What follows belongs to an exercise in optimizing a design on an open flow for small area; a production flow would make more cautious choices.
In this exercise RTL edits were held to simulation tests only and were not proved equivalent to the original.
The clock cells of run 2 come from the design's own scripts or RTL, not from TritonCTS.
The clock port is modelled as an ideal driver, which makes a skipped or thinned clock tree look cheaper than it is; a real chip needs a root buffer or a tree.
No activity file was given, so power comes from the tool's default toggle rates.

`flow/flow/run.sh`:
```
#!/bin/bash
# Own layout flow: the standard layout, with these changes.
#  1. Synthesis is the standard synthesis script (flow/my_synth.tcl is
#     synth_recipe.tcl plus two overrides) with the ABC mapping script
#     replaced by an area-oriented one, and Yosys's own gate-level adder
#     lowering used instead of ORFS's half/full-adder cell mapping, so ABC sees
#     all combinational logic. Everything before ABC (so every register) is
#     unchanged. ABC's deepsyn is randomised: synthesis runs with four seeds
#     in parallel and the netlist with the smallest area is laid out.
#  2. Ports are buffered with sky130_fd_sc_hd__buf_1.
#  3. CTS settings in CTS_ARGS below.
set -euo pipefail
HERE=$(pwd)
FL=$HERE/flow
sed -e "s#SYNTH_SCRIPT=[^ ]*#SYNTH_SCRIPT=$FL/my_synth.tcl#" standard.sh > own_synth.sh
export MY_ABC_NOD=1
export MY_NO_ADDER=1
for k in 1 2 3 4; do
  sed -e "s#WORK_HOME=[^ ]*#WORK_HOME=$HERE/orfs_s$k#" own_synth.sh > own_synth_$k.sh
  sed -e "s#&deepsyn .*#\&deepsyn -T 30 -S $k#" $FL/area.abc > area_$k.abc
  MY_ABC_SCRIPT=$HERE/area_$k.abc bash own_synth_$k.sh synth > synth_s$k.log 2>&1 &
done
wait
best=""; besta=""
for k in 1 2 3 4; do
  f=orfs_s$k/reports/$FLOW_PLATFORM/stopwatch/base/synth_stat.txt
  [[ -f $f ]] || continue
  a=$(grep "Chip area for module" $f | awk '{print $NF}')
  echo "seed $k area $a" >> synth_choice.log
  if [[ -z $best ]] || awk "BEGIN{exit !($a < $besta)}"; then best=$k; besta=$a; fi
done
echo "chosen seed $best area $besta" >> synth_choice.log
mv orfs_s$best orfs
for k in 1 2 3 4; do rm -rf orfs_s$k; done
export BUFFER_PORTS_ARGS="-buffer_cell sky130_fd_sc_hd__buf_1"
export CTS_ARGS="-sink_clustering_enable -repair_clock_nets -sink_clustering_size 30 -sink_clustering_max_diameter 100 -buf_list sky130_fd_sc_hd__clkbuf_4 -dont_use_dummy_load"
bash standard.sh finish > layout.log 2>&1
```
`flow/flow/area.abc`:
```
strash
&get -n
&deepsyn -T 20 -S 1
&put
dch -f
amap
topo
```
`flow/flow/my_synth.tcl`:
```
proc synth {args} { yosys synth -nofsm -noshare {*}$args }
proc abc {args} {
  set i [lsearch -exact $args -script]
  if {$i >= 0 && [info exists ::env(MY_ABC_SCRIPT)]} { lset args [expr {$i + 1}] $::env(MY_ABC_SCRIPT) }
  set j [lsearch -exact $args -D]
  if {$j >= 0 && [info exists ::env(MY_ABC_NOD)]} { set args [lreplace $args $j [expr {$j + 1}]] }
  yosys abc {*}$args
}
if {[info exists ::env(MY_NO_ADDER)]} { unset -nocomplain ::env(ADDER_MAP_FILE) }
source $::env(SCRIPTS_DIR)/synth.tcl
# left out here: clear keep_hierarchy, flatten, clean up, hide names made inside functions, write 1_2_yosys.v
```
`flow/standard.sh`:
```
#!/bin/bash
# synth_recipe.tcl (not shown) runs the flow's synth.tcl, then flattens the netlist and writes it again
# the make line also repeats each setting of config.mk as NAME=value (left out here)
make -C /OpenROAD-flow-scripts/flow DESIGN_CONFIG=/design/flow/config.mk WORK_HOME=/design/flow/orfs CLKGATE_MAP_FILE= SYNTH_SCRIPT=/design/flow/synth_recipe.tcl "${@:-finish}"
```
`flow/config.mk`:
```
export PLATFORM = sky130hd
export DESIGN_NAME = stopwatch
export DESIGN_NICKNAME = stopwatch
export VERILOG_FILES = /design/flow/design.v
export SDC_FILE = /design/flow/constraint.sdc
export NUM_CORES = 4
export LEC_CHECK = 0
export ABC_AREA = 1
export CAP_MARGIN = 20
export CORE_MARGIN = 2
export CORE_UTILIZATION = 60
export CTS_BUF_LIST = sky130_fd_sc_hd__clkbuf_4
export CTS_CLUSTER_DIAMETER = 100
export CTS_CLUSTER_SIZE = 30
export SLEW_MARGIN = 20
```
`flow/constraint.sdc`:
```
create_clock -name core_clock -period 10.0 [get_ports {clk}]
set_input_delay 2.0000 -clock core_clock [delete_from_list [all_inputs] [get_ports {clk}]]
set_output_delay 2.0000 -clock core_clock [all_outputs]
set_load 0.01 [all_outputs]
```
`flow/design.v`:
```
`timescale 1ns / 1ps
`timescale 1ns / 1ps
`timescale 1ns / 1ps
`timescale 1ns / 1ps
`timescale 1ns / 1ps
`timescale 1ns / 1ps
module stopwatch(
    reset,
    btnS,
    btnR,
    sw,
    clk,
    an,
    seg,
    Led,
    LedA,
    LedB
    );
input reset;
input btnS;
input btnR;
output reg [2:0] Led;
output [1:0] LedA;
output reg LedB;
input [2:0] sw;
input clk;
output [3:0] an;
output [7:0] seg;
reg [1:0] m4;
reg [5:0] m63;
reg [8:0] m501;
reg [8:0] c2;
reg [2:0] m5;
wire even   = ~m4[0];
wire s62    = (m63 == 6'd32);
wire j501   = (m501 == 9'd289);
wire tick2  = (c2 == 9'd264);
wire j5     = (m5 == 3'd6);
wire tick1  = even & j501;
wire tick8  = even & s62;
wire tick4  = (m4 == 2'd1) & s62;
wire tick50 = even & j5;
wire ph2    = even & (m5 == 3'd3);      
wire ph5    = m4[0] & (m5 == 3'd4);     
always @(posedge clk) begin
    if (reset) begin
        m4   <= 2'd0;
        m63  <= 6'd1;
        m501 <= 9'd66;
        c2   <= 9'd21;
        m5   <= 3'd4;
    end else begin
        m4   <= m4 + 2'd1;
        m63  <= {m63[4:0],  m63[5] ^ m63[4]};
        m501 <= {m501[7:0], m501[8] ^ m501[3] ^ j501};
        c2   <= {c2[7:0],   c2[8] ^ c2[3] ^ tick2};
        m5   <= {m5[1:0],   m5[2] ^ m5[0] ^ j5};
    end
end
reg rst_db, btnR_db, pause, pauseLed;
assign LedA = {rst_db, pauseLed};
always @(posedge clk) begin
    if (reset) begin
        rst_db   <= 1'b0;
        btnR_db  <= 1'b0;
        pause    <= 1'b0;
        pauseLed <= 1'b0;
    end else if (tick8) begin
        rst_db  <= btnS;
        btnR_db <= btnR;
        if (btnR & ~btnR_db) begin
            pause    <= ~pause;
            pauseLed <= pause;
        end
    end
end
always @(posedge clk)
    Led <= reset ? 3'b000 : sw;
reg [3:0] su, mu;
reg [2:0] st, mt;
reg [1:0] pend;    
wire mode01 = ~sw[1] & sw[0];
wire cs     = mode01 ? tick2 : tick1;
wire go     = cs & ~pause & ~(sw[1] & sw[0]);
wire [1:0] op_now = sw[1] ? 2'd3 : (mode01 & sw[2]) ? 2'd2 : 2'd1;
wire hold   = go & ph2;
wire [1:0] op = (go & ~ph2) ? op_now : ph5 ? pend : 2'd0;
wire up   = (op == 2'd1);
wire upm  = (op == 2'd2);
wire dn   = (op == 2'd3);
wire su9 = (su == 4'd9), su0 = (su == 4'd0);
wire st5 = (st == 3'd5), st0 = (st == 3'd0);
wire mu9 = (mu == 4'd9), mu0 = (mu == 4'd0);
wire mt5 = (mt == 3'd5), mt0 = (mt == 3'd0);
wire e_st = (up & su9) | (dn & su0);
wire e_mu = (up & su9 & st5) | upm | (dn & su0 & st0);
wire e_mt = e_mu & (dn ? mu0 : mu9);
always @(posedge clk) begin
    if (reset | rst_db) begin
        su <= 4'd0; st <= 3'd0; mu <= 4'd0; mt <= 3'd0;
        pend <= 2'd0;
        LedB <= 1'b0;
    end else begin
        if (up | dn) su <= dn ? (su0 ? 4'd9 : su - 4'd1) : (su9 ? 4'd0 : su + 4'd1);
        if (e_st)    st <= dn ? (st0 ? 3'd5 : st - 3'd1) : (st5 ? 3'd0 : st + 3'd1);
        if (e_mu)    mu <= dn ? (mu0 ? 4'd9 : mu - 4'd1) : (mu9 ? 4'd0 : mu + 4'd1);
        if (e_mt)    mt <= dn ? (mt0 ? 3'd5 : mt - 3'd1) : (mt5 ? 3'd0 : mt + 3'd1);
        if (hold)      pend <= op_now;
        else if (ph5)  pend <= 2'd0;
        if (cs) begin
            if (pause) LedB <= 1'b1;
            else if (~(sw[1] & sw[0])) LedB <= 1'b0;
        end
    end
end
reg [1:0] digPos;
reg       valid;
reg       count_four;
reg [3:0] stage, segd;
reg       blank;    
always @(posedge clk) begin
    if (reset) begin
        digPos     <= 2'd0;
        valid      <= 1'b0;
        count_four <= 1'b0;
    end else begin
        if (tick4) count_four <= ~count_four;
        if (tick50) begin
            digPos <= digPos + 2'd1;
            if (digPos == 2'd1) valid <= 1'b1;
        end
    end
end
reg [3:0] cur;
always @(*) begin
    case (digPos)
        2'd0: cur = su;
        2'd1: cur = {1'b0, st};
        2'd2: cur = mu;
        default: cur = {1'b0, mt};
    endcase
end
always @(posedge clk) begin
    if (tick50) begin
        stage <= rst_db ? 4'd0 : cur;
        segd  <= stage;
        blank <= mode01 & count_four & (sw[2] == (digPos[1] ^ ~digPos[0]));
    end
end
wire [1:0] shown = digPos - 2'd2;
assign an[0] = ~valid | blank | (shown != 2'd0);
assign an[1] = ~valid | blank | (shown != 2'd1);
assign an[2] = ~valid | blank | (shown != 2'd2);
assign an[3] = ~valid | blank | (shown != 2'd3);
wire [3:0] d = segd;
wire [6:0] pat;
assign pat[0] = (~d[3] & ~d[2] & ~d[1] & d[0]) | (d[2] & ~d[1] & ~d[0]);
assign pat[1] = d[2] & (d[1] ^ d[0]);
assign pat[2] = ~d[2] & d[1] & ~d[0];
assign pat[3] = (~d[2] & ~d[1] & d[0]) | (d[2] & ~d[1] & ~d[0]) | (d[2] & d[1] & d[0]);
assign pat[4] = d[0] | (d[2] & ~d[1]);
assign pat[5] = (~d[3] & ~d[2] & d[0]) | (~d[2] & d[1]) | (d[1] & d[0]);
assign pat[6] = (~d[3] & ~d[2] & ~d[1]) | (d[2] & d[1] & d[0]);
assign seg = valid ? {digPos != 2'd0, pat} : 8'hFF;
endmodule
```
==> metrics.md, run 1 <==
| Metric | Value |
|---|---|
| Wire length on met1 | 2350 µm |
| Final period utilization | 0.539 |
| Crit path required time | 10.32 ns |
| Worst Path Arrival | 5.71 ns |
| Clock Sinks | 66 |
| Share of post-route cells with drive strength above 1 | 0.0320 |
| Die H | 70.2 µm |
| P_int | between 0.3 and 0.4 mW |
| Grt ovf | 0 |
| Flop pwr share | 0.668 |
| N_diodes | 0 |
| DP Worst Slack | around 4.2 ns |
| EDFF count, synth | 9 |
| CTS tree | done |
| Max Fanout on Critical Path | 4 |
| Post-layout net count | 353 |
| Combinational share of power | 0.045 |
| Initial DRC count | about 100 |
| Overall Power | roughly 0.42 mW |
| First-pass GRT wire length | about 8200 µm |
| # placed instances | 387 |
| Total CTS buffers | 9 |
| DRC | 0 |
| Flops & latches, synth | between 60 and 70 |
| Largest stage delay, worst path | between 0.3 and 0.4 ns |
| Async S/R FF share, synth | 0 |
| Top cell type's share of synthesized area | 0.434 |
| P_sw | 0.0948 mW |
| Worst Hold Class | flop to flop |
| Type of origin of the critical path | input pin |
| Bufs on Longest Clock Path | 2 |
| RSZ-0062 raised after global routing | false |
| Routed WL per cell | 12.3 µm |
| Rows | 24 |
| Area Overhead vs Synth | 8.48% |
| Clk root buf | clkbuf_4 |
| DR vias | approximately 2100 |
| Tmin final | 5.39 ns |
| Die width | approximately 70 µm |
| Slew Viols, Final | 0 |
| Die area | slightly below 5000 µm² |
| Drt first pass iters | 4 |
| Met2 WL | between 2000 and 2500 µm |
| Clock share of power | 0.287 |
| Design area | between 2000 and 3000 µm² |
| Relative slew slack | 0.640 |
| Largest net degree at the start of global routing | just over 40 |
| PnR worst setup slack | 4.61 ns |
| Final Util | 0.664 |
| Maximum vdd drop | 0.000117 V |
| Detail Route Antenna Nets | 0 |
| Detailed-route wire length | 4880 µm |
| Initial Util | 0.612 |
| Switch share | 0.226 |
| Post-DP HPWL | around 3600 µm |
| Top cell by count, worst path | nor2_1 |
| Sequential element share of the synthesized area | 0.537 |
| Non-Filler Instances | about 400 |
| Leading area contributor after synthesis | dfxtp_1 |
| Leakage | 1.01 nW |
| Worst Tran Pin Value | roughly 0.53 ns |
| All-layer global routing usage | 0.215 |
| Max-Cap Viols | 0 |
| Crit Path Category | input pin to flop |
| Synth warnings | 1 |
| Gpl congestion | approximately 0.86 |
| WP buf/inv | 5 |
| Power per Cell Area | between 100 and 150 nW/µm² |
| Post-CTS setup buffer count | 0 |
| Final setup violating endpoints | 0 |
| Worst path slowest cell | o21ai_0 |
| Avg Cell Area, Syn | ~8.4 µm² |
| # fillers | approximately 380 |
| Core Region | 4290 µm² |
| Initial antenna violation count | 0 |
| Cells after Synth | 311 |
| Count of cell types in the netlist | 32 |
| Worst hold slack | between 0.4 and 0.5 ns |
| H-tree depth | 3 |
| Met3 wire len | just under 200 µm |
| Post-cts sizing count | 0 |
| Final TNS setup | 0 ns |
| Max Clk Rate | approximately 190 MHz |
| CTS Hold Buffers Added | 0 |
| Top routing layer used | met4 |
| Clock-pin slew on the worst setup and hold paths | between 0.1 and 0.15 ns |
| Crit end category | flop |
| Hold Vio Cnt, Final | 0 |
| Mapped cell area | 2630 µm² |
| Syn Nets | around 320 |
| Delay-heaviest family, CP | simple AND/OR/NAND/NOR gates |
| Worst skew pair latency | roughly 0.42 ns |
| Prevailing post-synth register cell | dfxtp_1 |
| Post-DP Area | 2780 µm² |
| Vias per cell | around 5.4 |
| Vias in the first global route | 1877 |
| Leading post-synthesis cells by cell area | dfxtp_1 (43%), edfxtp_1 (10%), nor2_1 (9.6%), clkinv_1 (6.3%), nand2_1 (3.3%) |
| IO buf count | 24 |
| I/O pins | 25 |
| Fin Clk Skew | between 0.02 and 0.03 ns |
| Critical Path, Cell by Cell | buf_1, clkinv_1, and3_1, o21ai_0, nor2_1, nand2_1, o21ai_0, nor2_1, clkinv_1, nor2_1, nand3_1, nor2_1, nand3_1, o21ai_0, a21oi_1, nor2_1, nand2_1, nand2_1, clkinv_1, nor4_1, o221ai_1, clkinv_1, o21ai_0, o31ai_1 |
| Outcome | timing/DRC/antenna clean |
[power groups by stage]
stage / logic (mW) / clock network [mW] / registers [mW]
floorplan: 0.0115 / 0 / 0.286
global placement: 0.0187 / 0 / 0.286
detailed placement: 0.0190 / 0 / 0.286
CTS: 0.0190 / 0.122 / 0.280
global route: 0.0215 / 0.130 / 0.281
finish: 0.0187 / 0.120 / 0.280
[metal layers]
| layer | track usage | vias to the layer above |
|---|---|---|
| met5 | 0 | - |
| met4 | 0.115 | 0 |
| met3 | 0.0476 | 12 |
| met2 | 0.345 | 41 |
| met1 | 0.271 | 945 |
| li1 | - | 1133 |
[placed cells by master (no fill, tap or decap), types with 2 or more instances in the layout]
cell       netlist  layout
nor3_1           7       7
clkbuf_4         0       9
a31oi_1          2       2
a21oi_1         11      11
buf_1            0      24
a221oi_1         5       5
nor2_1          67      67
o21a_1           3       3
or2_0            6       6
nor4_1           4       4
a22oi_1          5       5
clkinv_1        44      44
edfxtp_1         9       9
and3_1           3       3
nor2b_1         10      10
o31ai_1          4       4
dfxtp_1         57      57
a2111oi_0        5       5
nand2_1         23      23
a211oi_1         3       3
nand3_1          7       7
or3_1            8       8
o22ai_1          5       5
o21ai_0         12      12
buf_4            2       2
[synth_stat cells (3+ instances only)]
cell type   n
nor2_1     67
and3_1      3
o21ai_0    12
nor2b_1    10
or2_0       6
clkinv_1   44
a21oi_1    11
o21a_1      3
a2111oi_0   5
nor4_1      4
nand3_1     7
or3_1       8
a22oi_1     5
o31ai_1     4
nand2_1    23
o22ai_1     5
a221oi_1    5
nor3_1      7
edfxtp_1    9
a211oi_1    3
dfxtp_1    57
[final timing paths]
path,cells past startpoint,slack (ns),start,endpoint
worst max-delay path,24,4.61,sw[1],mt[2]
worst min-delay path,2,0.41,m501[6],m501[7]
worst max register to register,23,5.26,c2[1],mt[2]
worst min register to register,2,0.41,m501[6],m501[7]
[cell type report]
cell class	instances	area [µm²]	share of cell area
timing repair buffer	26	105	0.0369
multi-input combinational	199	1040	0.363
tap	52	65.1	0.0228
inverter	44	165	0.0579
sequential	66	1410	0.495
clock buffer	9	67.6	0.0237
[logic make-up (layout without fill, tap and decap cells)]
kind of cell,count (synthesis),after routing,share of synthesized area
compound gates,61,61,0.158
buf+inv,46,79,0.0686
flops,66,66,0.537
simple gates,138,138,0.237
[tightest hold or removal path, cell delays in order, from the launching register on]
cell,delay [ns]
dfxtp_1,0.31
clkinv_1,0.05
nor2_1,0.04
[state kept, by name (all words and copies together), names as in the netlist, 4 cells and up]
| signal | flops |
|---|---|
| m501 | 9 |
| m63 | 6 |
| segd | 4 |
| stage | 4 |
| c2 | 9 |
| mu | 4 |
| su | 4 |
==> inputs of run 2 (changes only) <==
==> flow/flow/run.sh (replaced) <==
#!/bin/bash
# Own layout flow: the standard layout, with three changes.
#  1. Synthesis is the standard synthesis script with the ABC
#     mapping script replaced by an area-oriented one (flow/area.abc).
#     Yosys's own gate-level adder lowering is used instead of ORFS's
#     half/full-adder cell mapping, so ABC sees all combinational logic.
#     Everything else (and so every register) is unchanged.
#  2. Ports are buffered with sky130_fd_sc_hd__buf_1.
#  3. CTS uses clkbuf_4 and no dummy loads.
set -euo pipefail
HERE=$(pwd)
FL=$HERE/flow
# Same make command as standard.sh, with our synthesis script.
sed -e "s#SYNTH_SCRIPT=[^ ]*#SYNTH_SCRIPT=$FL/my_synth.tcl#" standard.sh > own_synth.sh
export MY_ABC_SCRIPT=$FL/area.abc
export MY_ABC_NOD=1
export MY_NO_ADDER=1
bash own_synth.sh synth > synth_own.log 2>&1
export BUFFER_PORTS_ARGS="-buffer_cell sky130_fd_sc_hd__buf_1"
export CTS_ARGS="-sink_clustering_enable -repair_clock_nets -sink_clustering_size 30 -sink_clustering_max_diameter 100 -buf_list sky130_fd_sc_hd__clkbuf_4 -dont_use_dummy_load"
export POST_CTS_TCL=$FL/quad_clk.tcl
export QCLK_ROOT_CELL=none
export QCLK_LEAF_CELL=sky130_fd_sc_hd__clkbuf_8
bash standard.sh finish > layout.log 2>&1
==> flow/flow/quad_clk.tcl (new file) <==
# POST_CTS hook: replace the clock tree that CTS built by a two-level tree:
# one root buffer (QCLK_ROOT_CELL, or none: then the clock port itself) driving one leaf buffer
# (QCLK_LEAF_CELL) per quadrant of the register placement; each leaf drives
# the register clock pins of its quadrant. All registers get the same
# structure (port -> root -> leaf -> register).
set block [ord::get_db_block]
set db [ord::get_db]
set lmaster [$db findMaster $::env(QCLK_LEAF_CELL)]
set port_net [$block findNet clk]
set sinks {}
set bufs {}
foreach inst [$block getInsts] {
  set m [[$inst getMaster] getName]
  if {[string match "*__df*" $m] || [string match "*__edf*" $m]} {
    lappend sinks [$inst findITerm CLK]
  }
  if {[string match "clkbuf_*" [$inst getName]] || [string match "clkload*" [$inst getName]]} {
    lappend bufs $inst
  }
}
puts "quad_clk: [llength $sinks] sinks, removing [llength $bufs] tree cells"
set nets {}
foreach b $bufs {
  foreach it [$b getITerms] {
    set n [$it getNet]
    if {$n != "NULL" && [$n getName] != "clk"} { lappend nets $n }
    $it disconnect
  }
  odb::dbInst_destroy $b
}
foreach n [lsort -unique $nets] { catch { odb::dbNet_destroy $n } }
# sink coordinates and medians
set xs {}; set ys {}
foreach it $sinks {
  set bb [[$it getInst] getBBox]
  set x [expr {([$bb xMin] + [$bb xMax]) / 2}]
  set y [expr {([$bb yMin] + [$bb yMax]) / 2}]
  lappend pts [list $it $x $y]
  lappend xs $x; lappend ys $y
}
set xs [lsort -integer $xs]; set ys [lsort -integer $ys]
set mx [lindex $xs [expr {[llength $xs] / 2}]]
set my [lindex $ys [expr {[llength $ys] / 2}]]
if {$::env(QCLK_ROOT_CELL) eq "none"} {
  set root ""
  set rnet $port_net
} else {
  set root [odb::dbInst_create $block [$db findMaster $::env(QCLK_ROOT_CELL)] clkbuf_root]
  set rnet [odb::dbNet_create $block clknet_root]
  $rnet setSigType CLOCK
  [$root findITerm A] connect $port_net
  [$root findITerm X] connect $rnet
}
for {set q 0} {$q < 4} {incr q} { set grp($q) {} }
foreach p $pts {
  lassign $p it x y
  set q [expr {($x >= $mx ? 1 : 0) + ($y >= $my ? 2 : 0)}]
  lappend grp($q) $p
}
set tx 0; set ty 0; set nl 0
for {set q 0} {$q < 4} {incr q} {
  if {[llength $grp($q)] == 0} continue
  set leaf [odb::dbInst_create $block $lmaster clkbuf_leaf_$q]
  set lnet [odb::dbNet_create $block clknet_leaf_$q]
  $lnet setSigType CLOCK
  [$leaf findITerm A] connect $rnet
  [$leaf findITerm X] connect $lnet
  set sx 0; set sy 0
  foreach p $grp($q) {
    lassign $p it x y
    $it disconnect
    $it connect $lnet
    incr sx $x; incr sy $y
  }
  set n [llength $grp($q)]
  set lx [expr {$sx / $n}]; set ly [expr {$sy / $n}]
  $leaf setLocation $lx $ly
  $leaf setPlacementStatus PLACED
  puts "quad_clk: leaf $q drives $n registers"
  incr tx $lx; incr ty $ly; incr nl
}
if {$root ne ""} {
  $root setLocation [expr {$tx / $nl}] [expr {$ty / $nl}]
  $root setPlacementStatus PLACED
}
detailed_placement
check_placement -verbose
estimate_parasitics -placement
report_clock_skew
==> run 2 against run 1 <==
Synthesized cell count stayed put. Largest cell class unchanged. Still clean. Critical path type unchanged. Hold slack better by 0.013 ns. Total power decreased by 5.5%. Flip-flop and latch count unchanged. Fmax shrank 15%.
==> metrics.md, run 2 <==
| Metric | Value |
|---|---|
| Outcome | timing/DRC/antenna clean |
| Max-Cap Viols | 0 |
| CP startpoint | sw[1] |
| Worst hold slack | approximately 0.42 ns |
| Met3 usage | 0.0548 |
| P_sw | ~0.077 mW |
| Fin Clk Skew | approximately 0.014 ns |
| Avg Cell Area, Syn | roughly 8.5 µm² |
| I/O pins | 25 |
| Core Region | 4290 µm² |
| Global routing usage on met2 | 0.303 |
| Switch share | 0.194 |
| WP buf/inv | 5 |
| DR vias | between 2000 and 2500 |
| Final Util | 0.663 |
| DRC | 0 |
| Detailed-route wire length | between 4000 and 5000 µm |
| Hold Vio Cnt, Final | 0 |
| Clock share of power | 0.246 |
| Worst skew pair latency | roughly 0.16 ns |
| Sequential element share of the synthesized area | 0.536 |
| Met1 usage | 0.297 |
| Mux cell area share after synthesis | 0 |
| Clock Sinks | 66 |
| Max Clk Rate | between 150 and 200 MHz |
| Final setup violating endpoints | 0 |
| Post-DP HPWL | between 3000 and 4000 µm |
| Async S/R FF share, synth | 0 |
| Post-Synth XOR/XNOR Area | 0 |
| PnR worst setup slack | 3.69 ns |
| Power per Cell Area | ~140 nW/µm² |
| Die width | about 70 µm |
| Compound-Gate Fraction of Synth Area | 0.169 |
| IO buf count | 24 |
| Detail Route Antenna Nets | 0 |
| Gpl congestion | ~0.9 |
| Final TNS setup | 0 ns |
| Initial Util | 0.613 |
| RSZ-0062 raised after global routing | false |
| First-pass GRT wire length | roughly 8100 µm |
| Post-layout net count | approximately 350 |
| Routed WL per cell | 11.8 µm |
| Rows | 24 |
| R2R Path End | mt[2] |
| Die area | between 4000 and 5000 µm² |
| Flop pwr share | 0.707 |
| Flops & latches, synth | 66 |
| Slew Viols, Final | 0 |
| Worst R2R Path Depth | 26 |
| Initial antenna violation count | 0 |
| Largest family of logic cells by synthesized area | simple AND/OR/NAND/NOR gates |
| Initial DRC count | 110 |
| Crit path required time | 10.06 ns |
| P_int | 0.319 mW |
| Synth warnings | 1 |
| Cells after Synth | about 310 |
| Top cell type's share of synthesized area | 0.433 |
| Die H | ~70 µm |
| Crit Path Category | input pin to flop |
| Worst Tran Pin Value | slightly above 0.7 ns |
| Most frequent cell after synthesis | nor2_1 |
| Vias per cell | between 5 and 6 |
| Worst Path Arrival | 6.37 ns |
| Grt ovf | 0 |
| Largest net degree at the start of global routing | 39 |
| Leading area contributor after synthesis | dfxtp_1 |
| Leading post-synthesis cells by cell area | dfxtp_1 (43%), edfxtp_1 (10%), nor2_1 (9.0%), clkinv_1 (7.0%), nand2_1 (3.4%) |
| Tmin final | between 6 and 7 ns |
| Largest stage delay, worst path | slightly below 0.4 ns |
| Commonest non-fill, non-tap cell in the layout | nor2_1 |
| Busiest grt layer | met2 |
| N_diodes | 0 |
| Max Fanout on Critical Path | 4 |
| Vias in the first global route | around 1900 |
| Worst path slowest cell | a211oi_1 |
| Simple-gate share of the synthesized area | 0.219 |
| EDFF count, synth | 9 |
| Count of cell types in the netlist | 34 |
| DP Worst Slack | roughly 3.7 ns |
| Share of post-route cells with drive strength above 1 | 0.0206 |
| Worst Hold Class | flop to flop |
| Combinational share of power | 0.047 |
| Crit end category | flop |
| Commonest cells in the netlist | nor2_1 (63), dfxtp_1 (57), clkinv_1 (49), nand2_1 (24), o21ai_0 (14) |
| Relative slew slack | 0.509 |
| Delay-heaviest family, CP | simple AND/OR/NAND/NOR gates |
| Leakage | around 0.96 nW |
| Top flop regs | c2: 9 flops, m501: 9 flops, m63: 6 flops |
| Worst setup path end | mt[2] |
| Maximum vdd drop | between 0.0001 and 0.00015 V |
| Final period utilization | 0.631 |
| Syn Nets | 318 |
| Critical Path Stages | 27 |
| Type of origin of the critical path | input pin |
| Mapped cell area | 2630 µm² |
| Area Overhead vs Synth | 8.22% |
| All-layer global routing usage | 0.206 |
| Synth Area in Adders | 0 |
| Drt first pass iters | 4 |
| Commonest non-fill, non-tap cells in the layout | nor2_1 (63), dfxtp_1 (57), clkinv_1 (49) |
| Non-Filler Instances | about 390 |
| Reg2reg setup slack | 4.97 ns |
| # placed instances | 387 |
| Prevailing post-synth register cell | dfxtp_1 |
| Clock-pin slew on the worst setup and hold paths | about 0.09 ns |
| Worst R2R Start | c2[1] |
| Top cell by count, worst path | nor2_1 |
==> run 2: cell types whose count changed in the layout (fill, tap and decap cells not counted), sizes merged, moves of 3 or more <==
| cell | delta |
|---|---|
| or3 | -3 |
| a2111oi | -3 |
| clkinv | +5 |
| and3 | -3 |
| a211oi | +5 |
| nor2 | -4 |
| clkbuf | -5 |
| o22a | +3 |
==> run 2: cell type report <==
| class | count | area, µm² |
|---|---|---|
| buffer | 4 | 55.1 |
| sequential | 66 | 1410 |
| fill | 384 | 1450 |
| timing repair buffer | 26 | 105 |
| inverter | 49 | 184 |
| tap | 52 | 65.1 |
| multi-input combinational | 194 | 1030 |
==> run 2: worst register-to-register path: cells and delay by family (launching register included) <==
family / cells / cell delay, ns
simple gates: 13 / 2.49
compound gates: 9 / 1.70
buf+inv: 4 / 0.44
flops: 1 / 0.31
==> run 2: worst min-delay path by stage <==
stage / from / endpoint / depth (start not counted)
finish: c2[7] / c2[8] / 2
global route: stage[0] / segd[0] / 0
detailed placement: stage[0] / segd[0] / 0
global placement: stage[2] / segd[2] / 0
floorplan: stage[0] / segd[0] / 0
==> run 2: power by group through the flow <==
stage	logic (mW)	clock network, mW	registers [mW]
floorplan	0.0116	0	0.286
global placement	0.0184	0	0.286
detailed placement	0.0188	0	0.287
global route	0.0217	0.109	0.282
finish	0.0187	0.0973	0.280
==> run 2: kinds of logic (layout without fill, tap and decap cells) <==
kind of cell,after synthesis,in the layout
buffers and inverters,51,79
AOI/OAI and AO/OA,65,65
and+or+nand+nor,129,129
DFF,66,66
==> run 2: per-layer routing <==
metal,vias to the layer above,part of all wire
met2,51,0.42
met3,7,0.054
met5,-,0
met1,921,0.51
met4,0,0.018
li1,1114,-
==> run 2: stage by stage <==
| stage | area (µm²) | total power, mW |
|---|---|---|
| after global routing | 2850 | 0.412 |
| final | 2850 | 0.396 |
| after floorplan | 2630 | 0.297 |
| after global placement | 2790 | 0.305 |
| after detailed placement | 2790 | 0.305 |

afterwards: timing with drivers on the ports:
Ports are ideal in the flow. The routed layouts listed here were re-timed in OpenROAD.
Step 1: set_driving_cell puts a clkbuf_16 on clk and a buf_2 on each other input, an assumption about the parent block.
Step 2 adds t to the input delays and takes it off the output delays; t is the mean of the earliest and latest rising clock arrival at the registers after step 1. Input paths then give back, and output paths get back, about the clock's delay inside the block.
Three values: ideal, step 1, step 2; two values: the first two.
| run | t (ns) | setup WS [ns] | worst hold slack (ns) | latest minus earliest clock arrival (ns) | pins driven straight from the clock port |
|---|---|---|---|---|---|
| run 1 | 0.427 | 4.613 / 4.616 / 4.189 | 0.409 / 0.409 / 0.409 | 0.030 / 0.030 | 1 |
| run 2 | 0.206 | 3.688 / 3.721 / 3.515 | 0.422 / 0.422 / 0.422 | 0.015 / 0.014 | 4 |
After both steps every run listed still meets setup and hold. For run 1, which loses most, drivers alone change the setup slack by +0.003 ns; drivers and shift together by -0.424 ns.
